Source: an optimization exercise on an open RTL-to-GDS flow (aim: small area, a short achievable clock period and few clock cycles per item). Production flows keep margins and buffers that such runs may drop.
Where RTL was checked, it was by simulation tests only, not by an equivalence proof against the original.
Power and IR drop assume default switching activity.

Design rvv_div, start of the top module:
module rvv_div #(
  parameter int K   = 1,          
  parameter int ADD = 1           
) (
  input  logic         clk,
  input  logic         rst_n,
  input  logic         in_valid,
  input  logic [2:0]   in_rob_entry,
  input  logic [5:0]   in_funct6,
  input  logic [2:0]   in_funct3,
  input  logic [2:0]   in_eew,
  input  logic [127:0] in_vs1,
  input  logic [127:0] in_vs2,
  input  logic [31:0]  in_rs1,
  output logic         out_valid,
  output logic [2:0]   out_rob_entry,
  output logic [127:0] out_data,
  input  logic         out_ready
);
For scale: roughly 450 flip-flops.
Settings: LEC_CHECK=0, CAP_MARGIN=40, CORE_MARGIN=2, CORE_UTILIZATION=45, SLEW_MARGIN=40; clock period 11.5 ns.
standard.sh (not shown) runs the stock make flow with config.mk's settings and CLKGATE_MAP_FILE= SYNTH_SCRIPT=/design/flow/synth_recipe.tcl, a recipe that flattens the netlist after the stock synthesis.
==> flow/flow/run.sh <==
#!/bin/bash
set -euo pipefail
bash standard.sh SETUP_SLACK_MARGIN=7.9 "BUFFER_PORTS_ARGS=-buffer_cell sky130_fd_sc_hd__buf_1" finish > standard.log 2>&1
==> next run, changes <==
--- a/flow/design.v
+++ b/flow/design.v
@@ -551,47 +551,65 @@
   end
   function automatic logic mag_bit(input logic [127:0] a, input logic sgn,
                                    input int lsb, input int w, input int s);
     logic below;
     below = 1'b0;
     for (int i = lsb; i < lsb + w - 1 - s; i++) below = below | a[i];
     mag_bit = a[lsb+w-1-s] ^ (sgn & a[lsb+w-1] & below);
   endfunction
+  function automatic logic or_bits(input logic [127:0] a, input int lo, input int n);
+    or_bits = 1'b0;
+    for (int i = lo; i < lo + n; i++) or_bits = or_bits | a[i];
+  endfunction
   logic [15:0] i_qn [K];
-  always_comb
+  logic [15:0] i_bo;              
+  always_comb begin
+    for (int j = 0; j < 16; j++) i_bo[j] = |in_vs2[8*j +: 8];
     for (int s = 0; s < K; s++)
       for (int j = 0; j < 16; j++)
-        i_qn[s][j] = i_e8  ? mag_bit(in_vs2, i_sgn, 8*j, 8, s) :
-                     i_e16 ? mag_bit(in_vs2, i_sgn, 16*(j/2), 16, s) :
-                             mag_bit(in_vs2, i_sgn, 32*(j/4), 32, s);
+        if (j % 2 == 1)
+          i_qn[s][j] = mag_bit(in_vs2, i_sgn, 8*j, 8, s);
+        else if (j % 4 == 2)
+          i_qn[s][j] = i_e8 ? mag_bit(in_vs2, i_sgn, 8*j, 8, s) :
+                       mag_bit(in_vs2, i_sgn, 8*j, 16, s);
+        else
+          i_qn[s][j] = i_e8  ? mag_bit(in_vs2, i_sgn, 8*j, 8, s) :
+                       i_e16 ? mag_bit(in_vs2, i_sgn, 8*j, 16, s) :
+                       in_vs2[8*j+31-s] ^ (i_sgn & in_vs2[8*j+31] &
+                                           (i_bo[j] | i_bo[j+1] | i_bo[j+2] |
+                                            or_bits(in_vs2, 8*j+24, 7-s)));
+  end
   logic [127:0]  d_q;             
   logic [15:0]   ci_q;            
   logic [15:0]   sa_q;            
   logic [15:0]   st_q;            
   logic          e8_q, e16_q, rem_q;
   logic [2:0]    rob_q;
   always_ff @(posedge clk) begin
     d_q   <= i_d;
     ci_q  <= ~i_sb;
     sa_q  <= i_sa;
     st_q  <= i_st;
     e8_q  <= i_e8;
     e16_q <= i_e16;
     rem_q <= i_rem;
     rob_q <= in_rob_entry;
   end
-  logic          run_q, fix_q, done_q, first_q;
+  logic          run_q, fix_q, done_q;
+  logic          nsel_q;          
+  logic [15:0]   nflag_q;         
   logic [CW-1:0] cnt_q;
   logic [127:0]  q_q, r_q;        
   logic [127:0]  q_it, r_it, nx;
-  logic          idle, need_fix;
+  logic          idle, need_fix, to_fix;
   logic [15:0]   qn_q [K];        
   assign idle = ~run_q & ~fix_q & ~done_q;
   assign need_fix = rem_q | (|neg);
+  assign to_fix   = run_q & (cnt_q == '0) & need_fix;
   always_ff @(posedge clk or negedge rst_n) begin
     if (!rst_n) begin
       run_q  <= 1'b0;
       fix_q  <= 1'b0;
       done_q <= 1'b0;
       cnt_q  <= '0;
     end else if (run_q) begin
       cnt_q <= cnt_q - 1'b1;
@@ -606,17 +624,18 @@
     end else if (done_q) begin
       if (out_ready) done_q <= 1'b0;
     end else if (in_valid) begin
       run_q <= 1'b1;
       cnt_q <= i_e8 ? CW'(8/K - 1) : i_e16 ? CW'(16/K - 1) : CW'(32/K - 1);
     end
   end
   always_ff @(posedge clk) begin
-    first_q <= idle;
+    nsel_q  <= to_fix & rem_q;
+    nflag_q <= idle ? i_sa : to_fix ? neg : 16'h0;
     r_q <= idle ? '0 : r_it;
     if (idle)       q_q <= in_vs2;
     else if (run_q) q_q <= q_it;
     else if (fix_q) q_q <= nx;
     for (int s = 0; s < K; s++)
       for (int j = 0; j < 16; j++)
         if (idle)
           qn_q[s][j] <= i_qn[s][j];
@@ -628,18 +647,17 @@
   assign st = st_q;
   always_comb begin
     for (int j = 0; j < 16; j++) d1[j] = &d_q[8*j +: 8];
     for (int j = 0; j < 16; j++) begin
       bz[j]  = ci_q[j] & (e8_q ? d1[j] : e16_q ? d1[j & ~1] & d1[j | 1] : &d1[(j & ~3) +: 4]);
       neg[j] = rem_q ? sa_q[j] : (sa_q[j] ^ ~ci_q[j]) & ~bz[j];
     end
   end
-  assign nx = seg_neg((fix_q & rem_q) ? r_q : q_q,
-                      fix_q ? neg : first_q ? sa_q : 16'h0, st);
+  assign nx = seg_neg(nsel_q ? r_q : q_q, nflag_q, st);
   logic [127:0] r, rt, sm;
   logic [15:0]  qin, co, acc;
   logic [15:0]  qb [K];
   logic [35:0]  ga, gb;
   logic [71:0]  gs;
   always_comb begin
     r = r_q;
     for (int s = 0; s < K; s++) begin
What happened: Power drops by 6.5%. Setup slack gains 0.16 ns. First-iteration DRC count drops by 4.1%. Cell area drops by 3.1%. Global-route usage drops by 2.8 points. Fmax climbs by 4.3%. Routed wire length drops by 8.6%. Synthesized cell count drops by 0.96%. Register-to-register slack loses 0.04 ns. Core utilization drops by 1.6 points. Critical path depth climbs by 3. Cell count drops by 2.6%.
Function was not checked in any run of this note: the RTL went through the layout flow alone.


rvv_div, a different RTL version from the one above (not shown whole).
Size in the first run: ~4,300 cells after synthesis, roughly 430 flip-flops, about 440 I/O pins, about 39,000 um2 of cells after synthesis.
export LEC_CHECK = 0
export CAP_MARGIN = 40
export CORE_MARGIN = 2
export CORE_UTILIZATION = 45
export SETUP_SLACK_MARGIN = 5
export SLEW_MARGIN = 40
create_clock -name core_clock -period 11.5 [get_ports {clk}]
run.sh (not shown) runs the stock make flow with config.mk's settings and CLKGATE_MAP_FILE= SYNTH_SCRIPT=/design/flow/synth_recipe.tcl, a recipe that flattens the netlist after the stock synthesis.
Stock flow here: none of the scripts above is used.
Then changed:
--- a/flow/design.v
+++ b/flow/design.v
@@ -447,26 +447,27 @@
   logic   [5-1:0]  rt_index; 
   logic   [128-1:0]                 rt_data;
   logic   [(128/8)-1:0]                rt_strobe; 
 }RT2VRF_t;
 typedef struct packed {
   logic   [$clog2(8)-1:0]      trap_uop_rob_entry;
 } TRAP_t;  
 typedef enum logic [0:0]{
   DIV_SIGN, 
   DIV_ZERO
 } DIV_SIGN_SRC_e;   
 module rvv_div #(
-  parameter int K   = 2,          
-  parameter int ADD = 1           
+  parameter int K   = 1,          
+  parameter int ADD = 1,          
+  parameter int FIX = 1           
 ) (
   input  logic         clk,
   input  logic         rst_n,
   input  logic         in_valid,
   input  logic [2:0]   in_rob_entry,
   input  logic [5:0]   in_funct6,
   input  logic [2:0]   in_funct3,
   input  logic [2:0]   in_eew,
   input  logic [127:0] in_vs1,
   input  logic [127:0] in_vs2,
   input  logic [31:0]  in_rs1,
   output logic         out_valid,
@@ -562,53 +563,60 @@
   logic [15:0]   neg_q;           
   logic          e8_q, e16_q, rem_q;
   logic [2:0]    rob_q;
   always_ff @(posedge clk) begin
     d_q   <= i_d;
     ci_q  <= i_ci;
     neg_q <= i_neg;
     e8_q  <= i_e8;
     e16_q <= i_e16;
     rem_q <= i_rem;
     rob_q <= in_rob_entry;
   end
-  logic          run_q, done_q;
+  logic          run_q, fix_q, done_q;
   logic [CW-1:0] cnt_q;
   logic [127:0]  q_q, r_q;        
   logic [127:0]  q_it, r_it;
+  logic          need_fix;
+  assign need_fix = (FIX != 0) & (rem_q | (|neg_q));
   always_ff @(posedge clk or negedge rst_n) begin
     if (!rst_n) begin
       run_q  <= 1'b0;
+      fix_q  <= 1'b0;
       done_q <= 1'b0;
       cnt_q  <= '0;
     end else if (run_q) begin
       cnt_q <= cnt_q - 1'b1;
       if (cnt_q == '0) begin
         run_q  <= 1'b0;
-        done_q <= 1'b1;
+        fix_q  <= need_fix;
+        done_q <= ~need_fix;
       end
+    end else if (fix_q) begin
+      fix_q  <= 1'b0;
+      done_q <= 1'b1;
     end else if (done_q) begin
       if (out_ready) done_q <= 1'b0;
     end else if (in_valid) begin
       run_q <= 1'b1;
       cnt_q <= i_e8 ? CW'(8/K - 1) : i_e16 ? CW'(16/K - 1) : CW'(32/K - 1);
     end
   end
   always_ff @(posedge clk) begin
     if (run_q) begin
       q_q <= q_it;
       r_q <= r_it;
     end else if (!done_q) begin
       q_q <= nx;
-      r_q <= '0;
+      if (!fix_q) r_q <= '0;
     end
   end
   logic [15:0] st;
   always_comb
     for (int j = 0; j < 16; j++)
       st[j] = e8_q | (e16_q & (j % 2 == 0)) | (j % 4 == 0);
   logic [127:0] r, rt, sm;
   logic [15:0]  qin, co, acc;
   logic [15:0]  qb [K];
   logic [35:0]  ga, gb;
   logic [71:0]  gs;
   logic         x, y;
@@ -644,19 +652,19 @@
         acc[j] = e8_q ? co[j] : e16_q ? co[j|1] : co[j|3];
         r[8*j +: 8] = acc[j] ? sm[8*j +: 8] : rt[8*j +: 8];
       end
       qb[s] = acc;
     end
     r_it = r;
     for (int i = 0; i < 128; i++)
       if (i % 8 < K && (i < 8 || st[i/8])) q_it[i] = qb[K-1-(i%8)][i/8];
       else                                 q_it[i] = q_q[i-K];
   end
   logic         idle;
   logic [127:0] nx;
-  assign idle = ~run_q & ~done_q;
+  assign idle = ~run_q & ~fix_q & ~done_q;
   assign nx   = seg_neg(idle ? in_vs2 : rem_q ? r_q : q_q,
                         idle ? i_sa : neg_q, idle ? i_st : st);
   assign out_valid     = done_q;
   assign out_rob_entry = rob_q;
-  assign out_data      = nx;
+  assign out_data      = (FIX != 0) ? q_q : nx;
 endmodule
=>
- The changed run went through all stages and came out clean
- cell count fell by a quarter to a third
- maximum frequency grows by roughly a tenth
- area after synthesis drops by about a fifth
- die area fell by about a fifth
- clock-buffer cell count goes down by 3
- non-clock buffer count is lower by 478
- global-route usage fell by 3.6 points
- via count shrinks by a quarter to a third
Function was not checked in any run of this note: the RTL went through the layout flow alone.


Another version of the RTL of rvv_div (not shown whole).
Size: about 3600 cells after synthesis, about 490 flip-flops, roughly 31000 um^2 of cells after synthesis.
clock: 11.5 ns
lec_check: 0
cap_margin: 40
core_margin: 2
core_utilization: 45
cts_cluster_diameter: 80
cts_cluster_size: 20
slew_margin: 40
standard.sh (not shown) runs the stock make flow with config.mk's settings and CLKGATE_MAP_FILE= SYNTH_SCRIPT=/design/flow/synth_recipe.tcl, a recipe that flattens the netlist after the stock synthesis.
Scripts as last shown in full above: flow/flow/run.sh
Testbench counts at the start, summed over its fixed seeds: cycles 693,362, uops 32,000.
Then changed:
--- a/flow/design.v
+++ b/flow/design.v
@@ -570,31 +570,33 @@
       else if (j % 4 == 2)
         i_qn[0][j] = i_e8 ? mag_bit(in_vs2, i_sa[j], 8*j, 8, 0) :
                             mag_bit(in_vs2, i_sa[j], 8*j, 16, 0);
       else
         i_qn[0][j] = i_e8  ? mag_bit(in_vs2, i_sa[j], 8*j, 8, 0) :
                      i_e16 ? mag_bit(in_vs2, i_sa[j], 8*j, 16, 0) :
                      in_vs2[8*j+31] & ~(i_sa[j] & (i_bo[j] | i_bo[j+1] | i_bo[j+2] |
                                                    or_bits(in_vs2, 8*j+24, 7)));
   end
   logic [127:0]  d_q;             
   logic [15:0]   ci_q;            
   logic [15:0]   sa_q;            
+  logic [15:0]   st_q;            
   logic [15:0]   sx_q, sy_q;      
   logic          e8_q, e16_q, rem_q;
   logic [2:0]    rob_q;
   always_ff @(posedge clk) begin
     d_q   <= i_d;
     ci_q  <= ~i_sb;
     sa_q  <= i_sa;
+    st_q  <= i_st;
     for (int j = 0; j < 16; j++) begin
       sx_q[j] <= i_st[j] ? ~i_sb[j] : 1'b1;
       sy_q[j] <= i_st[j] ? ~i_sb[j] : 1'b0;
     end
     e8_q  <= i_e8;
     e16_q <= i_e16;
     rem_q <= i_rem;
     rob_q <= in_rob_entry;
   end
   logic          run_q, fix_q, done_q;
   logic          nsel_q;          
   logic [15:0]   nflag_q;         
@@ -642,27 +644,25 @@
     if (idle)       q_q <= in_vs2;
     else if (run_q) q_q <= q_it;
     else            q_q <= nx;
   end
   always_comb
     for (int i = 0; i < 128; i++)
       if (i % 8 == 7 && (i == 127 || st[i/8+1])) rf[i] = rm_q[i/8];
       else                                       rf[i] = t_q[i+1];
   always_comb
     for (int j = 0; j < 16; j++)
       qn[j] = e8_q ? nx[8*j+6] : e16_q ? nx[8*(j|1)+6] : nx[8*(j|3)+6];
   logic [15:0] st, d1, bz, neg;
-  always_comb
-    for (int j = 0; j < 16; j++)
-      st[j] = (j % 4 == 0) | sy_q[j] | ~sx_q[j];
+  assign st = st_q;
   always_comb begin
     for (int j = 0; j < 16; j++) d1[j] = &d_q[8*j +: 8];
     for (int j = 0; j < 16; j++) begin
       bz[j]  = ci_q[j] & (e8_q ? d1[j] : e16_q ? d1[j & ~1] & d1[j | 1] : &d1[(j & ~3) +: 4]);
       neg[j] = rem_q ? sa_q[j] : (sa_q[j] ^ ~ci_q[j]) & ~bz[j];
     end
   end
   assign nx = seg_neg(nsel_q ? rf : q_q, nflag_q, st);
   logic [127:0] sm;
   logic [15:0]  co, acc;
   logic [35:0]  ga, gb;
   logic [71:0]  gs;
=> Sequential share of layout area came out lower by 0.19 points; routed wire length came out higher by roughly a tenth; setup slack got worse by 46 ps; via count came out higher by a few percent; fmax came out lower slightly; hold slack got worse by 30 ps; power came out higher by a few percent; synthesized area came out higher by a few percent.
Testbench counts after the change, summed over its fixed seeds: cycles 693,362, uops 32,000.

## afterwards: timing with drivers on the ports
Ports are ideal in the flow. The routed layouts listed here were re-timed in OpenROAD.
Step 1 (the two cells are an assumption about what drives the block):
set clk [get_ports {clk}]
set_driving_cell -lib_cell sky130_fd_sc_hd__clkbuf_16 $clk
set_driving_cell -lib_cell sky130_fd_sc_hd__buf_2 [delete_from_list [all_inputs] $clk]
Step 2, shift: input delay + t, output delay - t, t = (earliest + latest rising clock arrival at the registers) / 2. This alone moves slack from input paths to output paths.
Three values: ideal ports, drivers, drivers and shift; two values: the first two.
| run | t (ns) | setup WS [ns] | slew at the worst register clock pin (ns) | worst slew at a driven data input, ns |
|---|---|---|---|---|
| the first run of note 1 | 0.675 | 7.665 / 7.690 / 7.015 | 0.07 / 0.07 | 0.16 |
| the second run of note 1 | 0.681 | 7.825 / 7.825 / 7.193 | 0.07 / 0.07 | 0.14 |
| the first run of note 2 | 0.720 | 4.422 / 4.388 / 4.392 | 0.06 / 0.06 | 0.18 |
| the second run of note 2 | 0.686 | 5.289 / 5.331 / 4.644 | 0.06 / 0.06 | 0.11 |
| the first run of note 3 | 0.653 | 7.912 / 7.786 / 7.133 | 0.09 / 0.09 | 0.19 |
| the second run of note 3 | 0.647 | 7.865 / 7.866 / 7.237 | 0.09 / 0.09 | 0.10 |
After both steps setup and hold are still met in every run listed. For the first run of note 3, which loses most, drivers alone change the setup slack by -0.126 ns; drivers and shift together by -0.779 ns.
